Context: an optimization exercise on an open-source flow, tuned for small area and a short achievable clock period. The choices shown serve that exercise and are no tape-out recipe.
Only simulation tests tie the RTL to the original design; equivalence was not proved.

==> 05-03 <==
Design GPPM, start of the top module:
module GPPM(
    input clk,
    input [3:0] raddr1,
    input [3:0] raddr2,
    input wen,
    input [3:0] waddr,
    input wdsrc,
    input [3:0] func,
    input [31:0] constant,
    output isZero,
    output [31:0] result
);
    wire [31:0] rdata1;
    wire [31:0] rdata2;
    wire [31:0] wdata;
    wire [31:0] ares;
    assign result=ares;
    assign wdata = (wdsrc)? ares : constant;
    RegFile rf (
        .clk (clk),
        .raddr1 (raddr1),
        .raddr2 (raddr2),
        .wen (wen),
        .waddr (waddr),
        .wdata (wdata),
        .rdata1 (rdata1),
        .rdata2 (rdata2)
    );
    ALU alu (
        .a (rdata1),
        .b (rdata2),
        .func (func),
        .res (ares),
        .isZero (isZero)
    );
endmodule
Settings: LEC_CHECK=0, ABC_AREA=1, CAP_MARGIN=20, CORE_MARGIN=2, CORE_UTILIZATION=35, PLACE_DENSITY=0.7, SLEW_MARGIN=20; clock period 125.0 ns.
run.sh (not shown) runs the stock make flow with config.mk's settings and CLKGATE_MAP_FILE= SYNTH_SCRIPT=/design/flow/synth_recipe.tcl, a recipe that flattens the netlist after the stock synthesis.
==> 10-19: changes against 05-03 <==
- CAP_MARGIN: 20 -> 70
- PLACE_DENSITY: 0.7 -> unset
- SLEW_MARGIN: 20 -> 70
==> 09-05: changes against 05-03 <==
--- a/flow/design.v
+++ b/flow/design.v
@@ -22,36 +22,47 @@
     generate for (gi = 0; gi < 32; gi = gi + 1) begin : rev2
         assign sh_rev[gi] = sh_out[31-gi];
     end endgenerate
     wire [31:0] prod;
     MUL mul (.a(a), .b(b), .p(prod));
     wire [31:0] quo;
     DIV div (.a(a), .b(b), .q(quo));
+    reg [3:0] tt;
+    always @(*) begin
+        case (func[1:0])
+            2'd0: tt = 4'b1000;    
+            2'd1: tt = 4'b1110;    
+            2'd2: tt = 4'b0110;    
+            default: tt = 4'b0011;  
+        endcase
+    end
+    wire [31:0] lu;
+    generate for (gi = 0; gi < 32; gi = gi + 1) begin : lut
+        assign lu[gi] = tt[{a[gi], b[gi]}];
+    end endgenerate
     reg [31:0] r;
     always @(*) begin
         case (func)
             4'd0, 4'd1: r = sum[31:0];
             4'd2: r = prod;
-            4'd4: r = a & b;
-            4'd5:  r = a | b;
-            4'd6: r = a ^ b;
-            4'd7: r = ~a;
+            4'd4, 4'd5, 4'd6, 4'd7: r = lu;
             4'd8: r = sh_rev;
             4'd9: r = sh_out;
             4'd10: r = {31'h0, lts};
             4'd11: r = {31'h0, ltu};
             default: r = 32'h0;
         endcase
     end
     wire isdiv = (func == 4'd3);
     assign res = isdiv ? quo : r;
     assign isZero = isdiv ? (ltu & (|b)) : ~|r;
 endmodule
 module DIV(input [31:0] a, input [31:0] b, output [31:0] q);
-wire [33:0] B1 = {2'b0,b}; wire [33:0] B2 = {1'b0,b,1'b0}; wire [33:0] B3 = B1 + B2;
+wire [33:0] B1 = {2'b0,b}; wire [33:0] B2 = {1'b0,b,1'b0}; wire [33:0] B3;
+RADD #(33) b3 (.x(B1[32:0]), .y(B2[32:0]), .ci(1'b0), .s(B3[32:0]), .co(B3[33]));
 wire [1:0] p15 = a[31:30];
 wire t1 = p15[0] ^ B1[0];
 wire t2 = p15[1] ^ B1[1];
 wire t3 = t2 | t1;
 wire t4 = t2 ? p15[1] : p15[0];
 wire t5 = ~t3 | t4;
 wire t6 = t1 ? p15[0] : 1'b1;
- CAP_MARGIN: 20 -> 70
- PLACE_DENSITY: 0.7 -> unset
- SLEW_MARGIN: 20 -> 70
==> notes <==
- 09-05 finished clean. 10-19 produced a clean layout. 05-03 finished clean.
- Between 05-03 and 09-05, the lower die area is in 09-05 (gap 0.88%, measured against 09-05).
- Sequential share of layout area: 05-03 > 09-05 > 10-19.
- The lowest clock-buffer cell count belongs to 05-03, the highest to 09-05.
- The highest worst setup slack belongs to 10-19, the lowest to 05-03.


==> inputs of v5 <==
Another version of the RTL of GPPM (not shown whole).
==> module ALU, before the edit <==
module ALU(
    input [31:0] a,
    input [31:0] b,
    input [3:0] func,
    output [31:0] res,
    output isZero
);
    wire        sub = (func != 4'd0);
    wire [32:0] sum;
    RADD #(32) add (.x(a), .y(b ^ {32{sub}}), .ci(sub), .s(sum[31:0]), .co(sum[32]));
    wire        ltu = ~sum[32];
    wire        lts = (a[31] ^ b[31]) ? a[31] : sum[31];
    wire [31:0] a_rev;
    genvar gi;
    generate for (gi = 0; gi < 32; gi = gi + 1) begin : rev
        assign a_rev[gi] = a[31-gi];
    end endgenerate
    wire        shl = ~func[0];
    wire [31:0] sh_in = shl ? a_rev : a;
    wire [31:0] sh_out = (|b[31:5]) ? 32'h0 : (sh_in >> b[4:0]);
    wire [31:0] sh_rev;
    generate for (gi = 0; gi < 32; gi = gi + 1) begin : rev2
        assign sh_rev[gi] = sh_out[31-gi];
    end endgenerate
    wire [31:0] prod;
    MUL mul (.a(a), .b(b), .p(prod));
    wire [31:0] quo;
    DIV div (.a(a), .b(b), .q(quo));
    reg [3:0] tt;
    always @(*) begin
        case (func[1:0])
            2'd0: tt = 4'b1000;    
            2'd1: tt = 4'b1110;    
            2'd2: tt = 4'b0110;    
            default: tt = 4'b0011;  
        endcase
    end
    wire [31:0] lu;
    generate for (gi = 0; gi < 32; gi = gi + 1) begin : lut
        assign lu[gi] = tt[{a[gi], b[gi]}];
    end endgenerate
    reg [31:0] r;
    always @(*) begin
        case (func)
            4'd0, 4'd1: r = sum[31:0];
            4'd2: r = prod;
            4'd4, 4'd5, 4'd6, 4'd7: r = lu;
            4'd8: r = sh_rev;
            4'd9: r = sh_out;
            4'd10: r = {31'h0, lts};
            4'd11: r = {31'h0, ltu};
            default: r = 32'h0;
        endcase
    end
    wire isdiv = (func == 4'd3);
    assign res = isdiv ? quo : r;
    assign isZero = isdiv ? (ltu & (|b)) : ~|r;
endmodule
Settings: LEC_CHECK=0, ABC_AREA=1, CAP_MARGIN=70, CORE_MARGIN=2, CORE_UTILIZATION=35, SLEW_MARGIN=70; clock period 125.0 ns.
==> v28 (differences from v5) <==
--- a/flow/design.v
+++ b/flow/design.v
@@ -28,15 +28,2 @@
     DIV div (.a(a), .b(b), .q(quo));
-    reg [3:0] tt;
-    always @(*) begin
-        case (func[1:0])
-            2'd0: tt = 4'b1000;    
-            2'd1: tt = 4'b1110;    
-            2'd2: tt = 4'b0110;    
-            default: tt = 4'b0011;  
-        endcase
-    end
-    wire [31:0] lu;
-    generate for (gi = 0; gi < 32; gi = gi + 1) begin : lut
-        assign lu[gi] = tt[{a[gi], b[gi]}];
-    end endgenerate
     reg [31:0] r;
@@ -46,3 +33,6 @@
             4'd2: r = prod;
-            4'd4, 4'd5, 4'd6, 4'd7: r = lu;
+            4'd4: r = a & b;
+            4'd5:  r = a | b;
+            4'd6: r = a ^ b;
+            4'd7: r = ~a;
             4'd8: r = sh_rev;
--- a/flow/config.mk
+++ b/flow/config.mk
@@ -8,5 +8,5 @@
 export ABC_AREA = 1
-export CAP_MARGIN = 70
+export CAP_MARGIN = 20
 export CORE_MARGIN = 2
 export CORE_UTILIZATION = 35
-export SLEW_MARGIN = 70
+export SLEW_MARGIN = 20
==> metrics.md <==
| Metric | Value |
|---|---|
| Status | `timing/DRC/antenna clean` |
| Met1 GRT Util | `43.10%` |
| Vias in the first global route | `95570` |
| Initial antenna violation count | `31` |
| Post-layout util | `37.97%` |
| DP HPWL | `347.6 mm` |
| Crit path launch | `raddr2[2]` |
| Post-synthesis sequential area ratio | `15.56%` |
| XOR/XNOR Fraction of Synth Area | `6.472%` |
| First-pass GRT wire length | `667.8 mm` |
| Stages on the worst setup path | `226` |
-- figures above: v5

==> metrics.md <==
| Metric | Value |
|---|---|
| Inst Count DP | `18360` |
| XOR/XNOR Fraction of Synth Area | `6.203%` |
| Post-layout util | `36.86%` |
| Stages on the worst setup path | `224` |
| Initial antenna violation count | `29` |
| Met1 GRT Util | `37.70%` |
| Slew @ Worst Pin | `1.292 ns` |
| First-pass GRT wire length | `622.4 mm` |
| Largest cell class | `multi-input gates` |
| Final setup viols | `0` |
| Post-synthesis sequential area ratio | `15.41%` |
| Crit path launch | `raddr2[0]` |
| DP HPWL | `315.1 mm` |
| Vias in the first global route | `94290` |
| Status | `timing/DRC/antenna clean` |
-- figures above: v28

separate check: timing with driven ports:
How much do the figures lean on ideal ports? The routed layouts below were timed once more, with nothing changed but the port constraints.
Step 1 (the two cells are an assumption about what drives the block):
set clk [get_ports {clk}]
set_driving_cell -lib_cell sky130_fd_sc_hd__clkbuf_16 $clk
set_driving_cell -lib_cell sky130_fd_sc_hd__buf_2 [delete_from_list [all_inputs] $clk]
Step 2 adds t to the input delays and takes it off the output delays; t is the mean of the earliest and latest rising clock arrival at the registers after step 1. Input paths then give back, and output paths get back, about the clock's delay inside the block.
Slacks: no drivers / after step 1 / after step 2; pairs: no drivers / after step 1.
run	t (ns)	setup WS [ns]	cell pins on the clock port's net
05-03	0.674	40.045 / 40.002 / 40.002	1
10-19	0.682	42.341 / 42.304 / 42.304	1
09-05	0.669	41.840 / 41.817 / 41.817	1
v5	0.660	42.577 / 42.550 / 42.550	1
v28	0.663	39.993 / 39.956 / 39.956	1
After both steps setup and hold are still met in every run listed. The setup slack of 05-03, which loses most, moves by -0.043 ns with the drivers and by -0.043 ns with both steps.
